From an optimization exercise on the open Yosys and OpenROAD flow, aimed at small area and a short achievable clock period; shortcuts taken in it are not production practice. Function was checked by simulation only, so behaviour that the tests miss may differ from the original. Power and IR drop assume default switching activity.

== build 97 ==
==> flow/design.v (excerpt) <==
module Power_Spec_Cal(
           input wire clk,
           input wire rst,
           input wire dv,
           input wire [9:0] xk_index,
           input wire [24:0] fft_data_out_re,
           input wire [24:0] fft_data_out_im,
           output reg [49:0] Power_Spec,
           output reg data_valid,
           output reg dv_FFT
       );
clock: 8.0 ns
lec_check: 0
cap_margin: 20
core_margin: 2
core_utilization: 40
cts_cluster_diameter: 120
cts_cluster_size: 25
place_density: 0.6
slew_margin: 20
synth_hierarchical: 1
synth_minimum_keep_size: 0
standard.sh (not shown) runs the stock make flow with config.mk's settings and CLKGATE_MAP_FILE= SYNTH_SCRIPT=/design/flow/synth_recipe.tcl, a recipe that flattens the netlist after the stock synthesis.
==> flow/flow/run.sh <==
#!/bin/bash
set -euo pipefail
MARGIN=$(cat flow/margin.txt)
PORTBUF=$(cat flow/port_buffer.txt)
bash standard.sh "SETUP_SLACK_MARGIN=$MARGIN" "BUFFER_PORTS_ARGS=-buffer_cell $PORTBUF" finish > standard_flow.log 2>&1
==> flow/flow/margin.txt <==
5.3
==> flow/flow/port_buffer.txt <==
sky130_fd_sc_hd__buf_1
Build 97 finished all stages; the layout is clean.
Changes in build 10 relative to build 97:
- CTS_CLUSTER_SIZE now 28, was 25
Findings:
- Cell area, build 97 and build 10: larger value in build 10
- Build 97 consumes less power than build 10.
- Hold slack essentially unchanged between build 10 and build 97.
- Going from build 97 to build 10, routed wire length grew slightly.
- Build 10 reports a lower sequential cell area share than build 97 does.
- Side by side, minimum setup slack in the final design turned out lower in build 10 than in build 97.
- On total global routing track utilization, build 97 and build 10 are neck and neck.
Setup changes, build 10 to build 86
- a change of PLACE_DENSITY from 0.6 to 0.65
- a change of CTS_CLUSTER_SIZE from 28 to 25
==> flow/flow/port_buffer.txt <==
sky130_fd_sc_hd__buf_2
--- outcome ---
- The higher number of non-clock buffers in the layout of build 86 and build 10 is in build 10.
- Delta (build 86 minus build 10): area after synthesis comparable; aggregate routed wire length now larger.
diff inputs: build 86 => build 36
- PLACE_DENSITY changed from 0.65 to 0.6
Findings:
Build 36 contains fewer vias than build 86.
Cell area: build 86 vs build 36, no meaningful difference
When the final numbers for build 86 and build 36 were put side by side, the setup slack turned out to be greater in build 36.
Build 36: part of the cycle the worst path needs is 0.57 points lower than what build 86 reported.
~same cell total after placement in build 86 and build 36
Build 36 finished every step from synthesis to the final layout, and the layout passed the timing, DRC and antenna checks.


Setup of run A:
Power_Spec_Cal again, from the RTL that the note above started with.
Design Power_Spec_Cal, start of the top module:
module Power_Spec_Cal(
           input wire clk,
           input wire rst,
           input wire dv,
           input wire [9:0] xk_index,
           input wire [24:0] fft_data_out_re,
           input wire [24:0] fft_data_out_im,
           output reg [49:0] Power_Spec,
           output reg data_valid,
           output reg dv_FFT
       );
clock: 8.0 ns
lec_check: 0
cap_margin: 20
core_margin: 2
core_utilization: 40
cts_cluster_diameter: 120
cts_cluster_size: 25
place_density: 0.6
slew_margin: 20
synth_hierarchical: 1
synth_minimum_keep_size: 0
tns_end_percent: 5
==> flow/flow/port_buffer.txt <==
sky130_fd_sc_hd__buf_2
Scripts as last shown in full above: flow/flow/run.sh, flow/flow/margin.txt
Run A ended with every stage complete and zero timing, DRC or antenna violations.
> inputs changed (run A -> run B)
# run A
export LEC_CHECK = 0
export CAP_MARGIN = 20
export CORE_MARGIN = 2
export CORE_UTILIZATION = 40
export CTS_CLUSTER_DIAMETER = 120
export CTS_CLUSTER_SIZE = 25
export PLACE_DENSITY = 0.6
export SLEW_MARGIN = 20
export SYNTH_HIERARCHICAL = 1
export SYNTH_MINIMUM_KEEP_SIZE = 0
export TNS_END_PERCENT = 5
create_clock -name core_clock -period 8.0 [get_ports {clk}]
# run B
export LEC_CHECK = 0
export CAP_MARGIN = 20
export CORE_MARGIN = 2
export CORE_UTILIZATION = 40
export CTS_CLUSTER_DIAMETER = 120
export CTS_CLUSTER_SIZE = 25
export PLACE_DENSITY = 0.6
export SLEW_MARGIN = 20
export SYNTH_HIERARCHICAL = 1
export SYNTH_MINIMUM_KEEP_SIZE = 0
create_clock -name core_clock -period 8.0 [get_ports {clk}]
==> flow/flow/margin.txt <==
5.35
==> flow/flow/port_buffer.txt <==
sky130_fd_sc_hd__buf_1
[summary]
Detail-routed via count per cell down 0.78% in run B wrt run A. For run A, the slowest stage cell on the critical path was dfxtp_2, unlike run B, where it was dfrtp_1. Looking at met3 track demand over resource in global routing, run B sits 0.94 points below run A. Measured against each other, run B and run A differ in number of search-and-repair iterations in the first detailed-routing pass, the lower figure coming from run B. [compare] base=run A new=run B: share of total power in the clock network fell 0.3 points; maximum vdd drop now smaller. Changes observed in run B relative to run A: part of the total power dissipated in sequential elements fell 0.2 points; count of plain and timing-repair buffers in the layout rose 4.
[inputs] run C vs run B
# run B
export LEC_CHECK = 0
export CAP_MARGIN = 20
export CORE_MARGIN = 2
export CORE_UTILIZATION = 40
export CTS_CLUSTER_DIAMETER = 120
export CTS_CLUSTER_SIZE = 25
export PLACE_DENSITY = 0.6
export SLEW_MARGIN = 20
export SYNTH_HIERARCHICAL = 1
export SYNTH_MINIMUM_KEEP_SIZE = 0
create_clock -name core_clock -period 8.0 [get_ports {clk}]
# run C
export LEC_CHECK = 0
export CAP_MARGIN = 20
export CORE_MARGIN = 2
export CORE_UTILIZATION = 55
export CTS_CLUSTER_DIAMETER = 120
export CTS_CLUSTER_SIZE = 25
export PLACE_DENSITY = 0.7
export SLEW_MARGIN = 20
export SYNTH_HIERARCHICAL = 1
export SYNTH_MINIMUM_KEEP_SIZE = 0
create_clock -name core_clock -period 8.0 [get_ports {clk}]
==> flow/flow/margin.txt <==
5.3
==> flow/flow/port_buffer.txt <==
sky130_fd_sc_hd__buf_2
Findings:
On part of the total power dissipated in combinational logic: run C sits below run B. Of run B and run C, run C shows the lower footprint of the multi-input gates, with run B above it. On slew at the pin closest to its max-slew limit: between run B and run C, it ends up lower for run B. A startpoint-to-endpoint class of the critical path of register to output pin is what run B shows, while register to register belongs to run C. Post-layout total power (higher): run B. Floorplan check, run C vs run B: die outline smaller in run C. On run C: die width is 14% lower than what run B gave.
> inputs changed (run C -> run D)
# run C
export LEC_CHECK = 0
export CAP_MARGIN = 20
export CORE_MARGIN = 2
export CORE_UTILIZATION = 55
export CTS_CLUSTER_DIAMETER = 120
export CTS_CLUSTER_SIZE = 25
export PLACE_DENSITY = 0.7
export SLEW_MARGIN = 20
export SYNTH_HIERARCHICAL = 1
export SYNTH_MINIMUM_KEEP_SIZE = 0
create_clock -name core_clock -period 8.0 [get_ports {clk}]
# run D
export LEC_CHECK = 0
export CAP_MARGIN = 20
export CORE_MARGIN = 2
export CORE_UTILIZATION = 40
export CTS_CLUSTER_DIAMETER = 120
export CTS_CLUSTER_SIZE = 28
export PLACE_DENSITY = 0.6
export SLEW_MARGIN = 20
export SYNTH_HIERARCHICAL = 1
export SYNTH_MINIMUM_KEEP_SIZE = 0
create_clock -name core_clock -period 8.0 [get_ports {clk}]
## What came out
- Run D and run C ended up with nearly the same synthesized cell count.
- Sequential fraction of total cell area: run D < run C
- Looking only at count of vias placed by the detailed router, and setting everything else aside, the higher value of run D and run C goes to run C.
- Compared with run C, run D shows final estimated routing congestion in global placement that has gone down slightly.
- Of the two candidates, run C has the better half-perimeter wire length after placement and run D the worse one.
- On combinational power share, run D and run C are neck and neck.
- Both conditions hold for run D: the flow ran to the end and the final layout passed the timing, DRC and antenna checks.


Setup of the reference run:
Power_Spec_Cal again, from the RTL that the note above started with.
export LEC_CHECK = 0
export CAP_MARGIN = 20
export CORE_MARGIN = 2
export CORE_UTILIZATION = 40
export CTS_CLUSTER_DIAMETER = 120
export CTS_CLUSTER_SIZE = 25
export GPL_ROUTABILITY_DRIVEN = 0
export PLACE_DENSITY = 0.6
export SLEW_MARGIN = 20
export SYNTH_HIERARCHICAL = 1
export SYNTH_MINIMUM_KEEP_SIZE = 0
create_clock -name core_clock -period 8.0 [get_ports {clk}]
==> flow/flow/margin.txt <==
5.3
==> flow/flow/port_buffer.txt <==
sky130_fd_sc_hd__buf_1
Scripts as last shown in full above: flow/flow/run.sh
The reference run | status: complete | timing, DRC, antenna: pass
The following lists how the trial run was set up differently from the reference run:
- changing CAP_MARGIN from 20 to 0
- removing GPL_ROUTABILITY_DRIVEN (formerly 0)
- changing SLEW_MARGIN from 20 to 0
## What came out
- Compared with the reference run, the trial run is more frugal on power.
- The cell with the biggest individual delay on the critical path comes out sky130_fd_sc_hd__dfxtp_2 in one run and sky130_fd_sc_hd__fa_1 in the other, namely in the reference run and the trial run respectively.
- Side by side, global-route wire length before repair turned out lower in the trial run than in the reference run.
- For area taken by flip-flops and latches, the trial run and the reference run come out practically identical.


Starting RTL as in the previous note.
// Power_Spec_Cal
module Power_Spec_Cal(
           input wire clk,
           input wire rst,
           input wire dv,
           input wire [9:0] xk_index,
           input wire [24:0] fft_data_out_re,
           input wire [24:0] fft_data_out_im,
           output reg [49:0] Power_Spec,
           output reg data_valid,
           output reg dv_FFT
       );
export LEC_CHECK = 0
export CAP_MARGIN = 20
export CORE_MARGIN = 2
export CORE_UTILIZATION = 40
export CTS_CLUSTER_DIAMETER = 120
export CTS_CLUSTER_SIZE = 25
export PLACE_DENSITY = 0.6
export SLEW_MARGIN = 20
export SYNTH_HIERARCHICAL = 1
export SYNTH_MINIMUM_KEEP_SIZE = 0
create_clock -name core_clock -period 8.0 [get_ports {clk}]
==> flow/flow/margin.txt <==
5.4
==> flow/flow/port_buffer.txt <==
sky130_fd_sc_hd__buf_2
Scripts as last shown in full above: flow/flow/run.sh
The starting point ran to the end with no violations.
Edit:
==> flow/flow/margin.txt (replaced) <==
5.3
==> flow/flow/port_buffer.txt (replaced) <==
sky130_fd_sc_hd__buf_1
Settings changed: CAP_MARGIN 20 to 10, SLEW_MARGIN 20 to 10.
What happened:
- routed wire length fell by 1.2%
- hold slack barely changes
- via count fell by 0.99%
- synthesized area is unchanged
Edit:
==> flow/flow/margin.txt (replaced) <==
5.2
==> flow/flow/port_buffer.txt (replaced) <==
sky130_fd_sc_hd__buf_2
Settings changed: CAP_MARGIN 10 to 20, SLEW_MARGIN 10 to 20.
Outcome:
- routed wire length came out higher slightly
- global-route usage came out higher by 0.11 points
- sequential share of layout area hardly moves
- synthesized cell count is unchanged
- final area came out lower slightly
- hold slack is better by 4.3 ps
- sequential power barely changes
- core utilization came out lower by 0.16 points
- cell count hardly moves

## separate check: timing with driven ports
How much do the figures lean on ideal ports? The routed layouts below were timed once more, with nothing changed but the port constraints. Step 1, drivers: a clkbuf_16 drives clk and a buf_2 each remaining input, both assumed. Step 2, shift: input delay + t, output delay - t, t = (earliest + latest rising clock arrival at the registers) / 2. This alone moves slack from input paths to output paths. Slacks: ideal ports / drivers / drivers and shift; pairs: ideal ports / drivers.
run | t (ns) | slack for setup (ns) | worst setup path after step 2 | worst register clock-pin slew, ns
build 97 | 0.643 | 5.326 / 5.266 / 5.346 | register to register | 0.11 / 0.11
build 10 | 0.647 | 5.316 / 5.255 / 5.349 | register to register | 0.12 / 0.12
build 86 | 0.647 | 5.270 / 5.252 / 5.270 | register to register | 0.11 / 0.11
build 36 | 0.649 | 5.316 / 5.255 / 5.319 | register to register | 0.11 / 0.11
run A | 0.651 | 5.113 / 5.113 / 5.113 | register to register | 0.11 / 0.11
run B | 0.645 | 5.326 / 5.266 / 5.369 | register to register | 0.11 / 0.11
run C | 0.641 | 5.299 / 5.252 / 5.299 | register to register | 0.11 / 0.11
run D | 0.639 | 5.322 / 5.273 / 5.322 | register to register | 0.12 / 0.12
the reference run | 0.658 | 5.306 / 5.261 / 5.306 | register to register | 0.11 / 0.11
the trial run | 0.653 | 5.321 / 5.257 / 5.321 | register to register | 0.11 / 0.11
the first run of note 4 | 0.648 | 5.318 / 5.258 / 5.388 | register to register | 0.11 / 0.11
the second run of note 4 | 0.653 | 5.321 / 5.257 / 5.321 | register to register | 0.11 / 0.11
the third run of note 4 | 0.650 | 5.225 / 5.225 / 5.225 | register to register | 0.11 / 0.11
After both steps setup and hold are still met in every run listed.
